What follows belongs to an exercise in optimizing a design on an open flow for small area; a production flow would make more cautious choices. At most, simulation tests tie the RTL to the original design; equivalence was not proved. Power figures rest on the tool's default switching activity, not on a simulated workload.

== the previous run ==
==> flow/design.v <==
module top(
    input clock,
    input rst,
    output uart_tx,
    input uart_rx
);
    reg [3:0] ph;
    wire splice_end;
    always @(posedge clock) ph <= (ph + 1'b1) | {1'b0, splice_end, 2'b00};
    wire q4 = (ph[1:0] == 2'd3);
    reg [4:0] rt;        
    reg [3:0] rs;        
    reg [7:0] rd;
    reg       valid;
    wire rtick = q4 && (rt == 5'd16);    
    wire [3:0] hi = rd[7:4];
    wire [3:0] lo = rd[3:0];
    wire is_num = (hi == 4'h3) && (lo <= 4'd9);
    wire is_let = (hi == 4'h4) && (lo >= 4'd1) && (lo <= 4'd6);
    wire is_hex = is_num || is_let;
    wire is_eol = (rd == 8'h0a) || (rd == 8'h0d);
    reg dbit;
    always @* case (ph[1:0])
        2'd0: dbit = rd[6] ? ~lo[0] : lo[0];
        2'd1: dbit = rd[6] ? (lo[1] ^ lo[0]) : lo[1];
        2'd2: dbit = rd[6] ? (lo[2] ^ (lo[1] & lo[0])) : lo[2];
        default: dbit = rd[6] | lo[3];
    endcase
    wire w   = (ph[3:2] == 2'd3);    
    wire win = (rs == 4'd11) && w;
    assign splice_end = win && q4;
    always @(posedge clock) begin
        if (rst || rs == 4'd0) rt <= 5'd3;                   
        else if (q4) rt <= (rt == 5'd16) ? 5'd11 : {rt[3:0], rt[4] ^ rt[2]};    
        if (rtick && rs != 4'd10) rd <= {uart_rx, rd[7:1]};
        if (rst) rs <= 4'd15;
        else if (rs == 4'd0) begin
            if (!uart_rx) rs <= 4'd1;
        end else if (rs == 4'd11) begin
            if (splice_end) rs <= 4'd0;
        end else if (rtick) rs <= (rs == 4'd10) ? (is_hex ? 4'd11 : 4'd0) : rs + 1'b1;
        if (rst) valid <= 1'b0;
        else if (rs == 4'd10 && rtick) valid <= is_eol;
    end
    reg [15:0] ra, rb;
    wire clr = (rs == 4'd15);
    wire ain = clr ? 1'b0 : win ? dbit : ra[0];
    wire bin = clr ? 1'b0 : win ? ra[0] : rb[0];
    always @(posedge clock) begin
        ra <= {ain, ra[15:1]};
        rb <= {bin, rb[15:1]};
    end
    localparam IDLE = 2'd0, MULT = 2'd1, SEND = 2'd2;
    reg [1:0]  st;
    reg [4:0]  t;        
    reg [3:0]  k;
    reg [3:0]  c;
    reg [32:0] p;
    reg        cy, bf;
    reg [3:0]  nib;
    wire mult = (st == MULT);
    wire m31  = q4 && (t[2:0] == 3'd7);
    wire load = (k == 4'd0) && (t[4:3] == 2'd0);
    wire last = k[2];
    wire x   = (mult && load) ? (t[2] & rb[0]) : p[0];
    wire ad  = mult && !load && !t[2] && bf && ra[0];
    wire s   = x ^ ad ^ cy;
    wire co  = (x & ad) | (x & cy) | (ad & cy);
    wire pin = (st == IDLE) ? 1'b0 : (mult && m31 && !last) ? 1'b0 : s;
    always @(posedge clock) begin
        p  <= {pin, p[32:1]};
        cy <= mult && !m31 && co;
        if (mult && m31) bf <= s;
        if (st == SEND && k == 4'd0 && !c[3] && t == 5'd7 && ph[1:0] == 2'd1) nib <= p[3:0];
        case (st)
            IDLE: if (valid && w && q4) begin
                st <= MULT; t <= 5'd0; k <= 4'd0;
            end
            MULT: if (!valid) st <= IDLE;
            else if (last && m31) begin
                st <= SEND; t <= 5'd0; k <= 4'd0; c <= 4'd0;
            end else if (q4) begin
                t <= t + 1'b1;
                if (t == 5'd31) k <= k + 1'b1;
            end
            default: if (q4) begin
                if (t == (k[3] & k[1] ? 5'd12 : 5'd24)) begin    
                    t <= 5'd0;
                    if (k == 4'd10) begin
                        k <= 4'd0;
                        c <= c + 1'b1;
                        if (c == 4'd9) st <= IDLE;
                    end else k <= k + 1'b1;
                end else t <= t + 1'b1;
            end
        endcase
        if (rst) st <= IDLE;
    end
    wire lt = nib[3] & (nib[2] | nib[1]);
    wire [3:0] nl;
    assign nl[0] = nib[0] ^ lt;
    assign nl[1] = lt ? (nib[1] ~^ nib[0]) : nib[1];
    assign nl[2] = lt ? (nib[2] & (nib[1] | nib[0])) : nib[2];
    assign nl[3] = nib[3] & ~lt;
    wire [7:0] ch = c[3] ? {5'h01, ~c[0], c[0], ~c[0]} : {1'b0, lt, ~lt, ~lt, nl};
    reg fb;
    always @* case (k)
        4'd0: fb = 1'b0;
        4'd1: fb = ch[0];
        4'd2: fb = ch[1];
        4'd3: fb = ch[2];
        4'd4: fb = ch[3];
        4'd5: fb = ch[4];
        4'd6: fb = ch[5];
        4'd7: fb = ch[6];
        4'd8: fb = ch[7];
        default: fb = 1'b1;
    endcase
    assign uart_tx = (st != SEND) || fb;
endmodule
clock: 10.0 ns
lec_check: 0
cap_margin: 20
core_margin: 2
core_utilization: 40
place_density: 0.6
slew_margin: 20
standard.sh (not shown) runs the stock make flow with config.mk's settings and CLKGATE_MAP_FILE= SYNTH_SCRIPT=/design/flow/synth_recipe.tcl, a recipe that flattens the netlist after the stock synthesis.
==> flow/flow/run.sh <==
#!/bin/bash
# Standard flow with two changes:
#  - synthesis and repair do not use the half/full adder cells (the platform's
#    don't-use list plus ha/fa), so Yosys's extract_fa does not turn small
#    decoders into half-adder cells;
#  - clock tree synthesis adds no dummy balancing loads and uses mid-size buffers.
set -euo pipefail
DU=$(sed -n '/export DONT_USE_CELLS += /,/^$/p' "$FLOW_HOME/platforms/sky130hd/config.mk" | tr -d '\\' | sed 's/export DONT_USE_CELLS += //' | tr '\n' ' ' | tr -s ' ')
export CTS_ARGS="-sink_clustering_enable -repair_clock_nets -dont_use_dummy_load -buf_list sky130_fd_sc_hd__clkbuf_8 -root_buf sky130_fd_sc_hd__clkbuf_8 -sink_clustering_size 30 -sink_clustering_max_diameter 100"
bash standard.sh "DONT_USE_CELLS=$DU sky130_fd_sc_hd__ha_1 sky130_fd_sc_hd__fa_1" finish > standard_flow.log 2>&1
## Diff of input files: the current run against the previous run
==> flow/design.v <==
module top(
    input clock,
    input rst,
    output uart_tx,
    input uart_rx
);
    reg [3:0] ph;
    wire splice_end;
    always @(posedge clock) ph <= (ph + 1'b1) | {1'b0, splice_end, 2'b00};
    wire q4 = (ph[1:0] == 2'd3);
    reg [4:0] rt;        
    reg [3:0] rs;        
    reg [7:0] rd;
    reg       valid;
    wire rtick = q4 && (rt == 5'd16);    
    wire [3:0] hi = rd[7:4];
    wire [3:0] lo = rd[3:0];
    wire is_num = (hi == 4'h3) && (lo <= 4'd9);
    wire is_let = (hi == 4'h4) && (lo >= 4'd1) && (lo <= 4'd6);
    wire is_hex = is_num || is_let;
    wire is_eol = (rd == 8'h0a) || (rd == 8'h0d);
    reg dbit;
    always @* case (ph[1:0])
        2'd0: dbit = rd[6] ? ~lo[0] : lo[0];
        2'd1: dbit = rd[6] ? (lo[1] ^ lo[0]) : lo[1];
        2'd2: dbit = rd[6] ? (lo[2] ^ (lo[1] & lo[0])) : lo[2];
        default: dbit = rd[6] | lo[3];
    endcase
    wire w   = (ph[3:2] == 2'd3);    
    wire win = (rs == 4'd11) && w;
    assign splice_end = win && q4;
    always @(posedge clock) begin
        if (rst || rs == 4'd0) rt <= 5'd3;                   
        else if (q4) rt <= (rt == 5'd16) ? 5'd11 : {rt[3:0], rt[4] ^ rt[2]};    
        if (rtick && rs != 4'd10) rd <= {uart_rx, rd[7:1]};
        if (rst) rs <= 4'd15;
        else if (rs == 4'd0) begin
            if (!uart_rx) rs <= 4'd1;
        end else if (rs == 4'd11) begin
            if (splice_end) rs <= 4'd0;
        end else if (rtick) rs <= (rs == 4'd10) ? (is_hex ? 4'd11 : 4'd0) : rs + 1'b1;
        if (rst) valid <= 1'b0;
        else if (rs == 4'd10 && rtick) valid <= is_eol;
    end
    reg [15:0] ra, rb;
    wire clr = (rs == 4'd15);
    wire ain = clr ? 1'b0 : win ? dbit : ra[0];
    wire bin = clr ? 1'b0 : win ? ra[0] : rb[0];
    always @(posedge clock) begin
        ra <= {ain, ra[15:1]};
        rb <= {bin, rb[15:1]};
    end
    localparam IDLE = 2'd0, MULT = 2'd1, SEND = 2'd2;
    reg [1:0]  st;
    reg [4:0]  t;        
    reg [3:0]  k;
    reg [3:0]  c;
    reg [32:0] p;
    reg        cy, bf;
    reg        txo;      
    reg        lt, cr;   
    wire mult = (st == MULT);
    wire m31  = q4 && (t[2:0] == 3'd7);
    wire load = (k == 4'd0) && (t[4:3] == 2'd0);
    wire last = k[2];
    wire x   = (mult && load) ? (t[2] & rb[0]) : p[0];
    wire ad  = mult && !load && !t[2] && bf && ra[0];
    wire s   = x ^ ad ^ cy;
    wire co  = (x & ad) | (x & cy) | (ad & cy);
    wire pin = (st == IDLE) ? 1'b0 : (mult && m31 && !last) ? 1'b0 : s;
    always @(posedge clock) begin
        p  <= {pin, p[32:1]};
        cy <= mult && !m31 && co;
        if (mult && m31) bf <= s;
        if (tend) begin
            txo <= nb;
            if (k == 4'd0) begin
                lt <= ltn;
                cr <= p[29] & ltn;
            end else cr <= (p[29] & lt) | (p[29] & cr) | (lt & cr);
        end
        case (st)
            IDLE: if (valid && w && q4) begin
                st <= MULT; t <= 5'd0; k <= 4'd0;
            end
            MULT: if (!valid) st <= IDLE;
            else if (last && m31) begin
                st <= SEND; t <= 5'd0; k <= 4'd0; c <= 4'd0; txo <= 1'b0;
            end else if (q4) begin
                t <= t + 1'b1;
                if (t == 5'd31) k <= k + 1'b1;
            end
            default: if (q4) begin
                if (tend) begin
                    t <= 5'd0;
                    if (k == 4'd10) begin
                        k <= 4'd0;
                        c <= c + 1'b1;
                        if (c == 4'd9) st <= IDLE;
                    end else k <= k + 1'b1;
                end else t <= t + 1'b1;
            end
        endcase
        if (rst) st <= IDLE;
    end
    wire tend = (st == SEND) && q4 && (t == (k[3] & k[1] ? 5'd12 : 5'd24));
    wire ltn = p[32] & (p[31] | p[30]);
    reg nb;
    always @* case (k)
        4'd0: nb = c[3] ? ~c[0] : p[29] ^ ltn;
        4'd1: nb = c[3] ?  c[0] : p[29] ^ lt ^ cr;
        4'd2: nb = c[3] ? ~c[0] : p[29] ^ lt ^ cr;
        4'd3: nb = c[3] | (p[29] ^ cr);
        4'd4: nb = ~c[3] & ~lt;
        4'd5: nb = ~c[3] & ~lt;
        4'd6: nb = ~c[3] & lt;
        4'd7: nb = 1'b0;
        4'd8: nb = 1'b1;
        4'd9: nb = 1'b1;
        default: nb = 1'b0;
    endcase
    assign uart_tx = (st != SEND) || txo;
endmodule
[summary]
- Re tap cell count: the current run is 3 up on the previous run.
- Compared to the previous run, the current run leaves more free space in the core.
- Higher post-synthesis share of cell area spent on full adders, half adders and majority gates goes to the current run over the previous run.
- Compared the previous run against the current run; non-clock buffer share of cell area within noise.
- Wire: the current run routes more than the previous run
- From the previous run to the current run the numbers moved as follows: total nets after synthesis rose by about 2.2%; part of the power in the clock network rose by 0.5 points.
- Compared with the previous run, in the current run die extent in y up 1.1%, HPWL after detailed placement picked up an extra 110 um, wire length of the first global-routing pass shows an increase of 5.8%, area growth from synthesis to layout down 0.58 points, flip-flop and latch count -1.
- In the reports for the previous run and the current run, the smaller net count reported at finish belongs to the previous run.
- For the multi-input gate share of the layout cell area, the current run came in 1.6 points higher than the previous run did.
Function not checked in the current run: the RTL went through the layout flow alone.

==> what the ideal ports hide <==
How much do the figures lean on ideal ports? The routed layouts below were timed once more, with nothing changed but the port constraints.
Step 1 sets driving cells, clkbuf_16 on the clock port and buf_2 on the other inputs (assumed; they add their load-dependent delay and slew).
Step 2, shift: input delay + t, output delay - t, t = (earliest + latest rising clock arrival at the registers) / 2. This alone moves slack from input paths to output paths.
Slacks: ideal ports / drivers / drivers and shift; pairs: ideal ports / drivers.
run | shift t [ns] | setup WS [ns] | latest minus earliest clock arrival (ns)
the previous run | 0.367 | 5.440 / 5.413 / 5.780 | 0.046 / 0.046
the current run | 0.379 | 6.260 / 6.228 / 6.606 | 0.019 / 0.019
After both steps setup and hold are still met in every run listed.
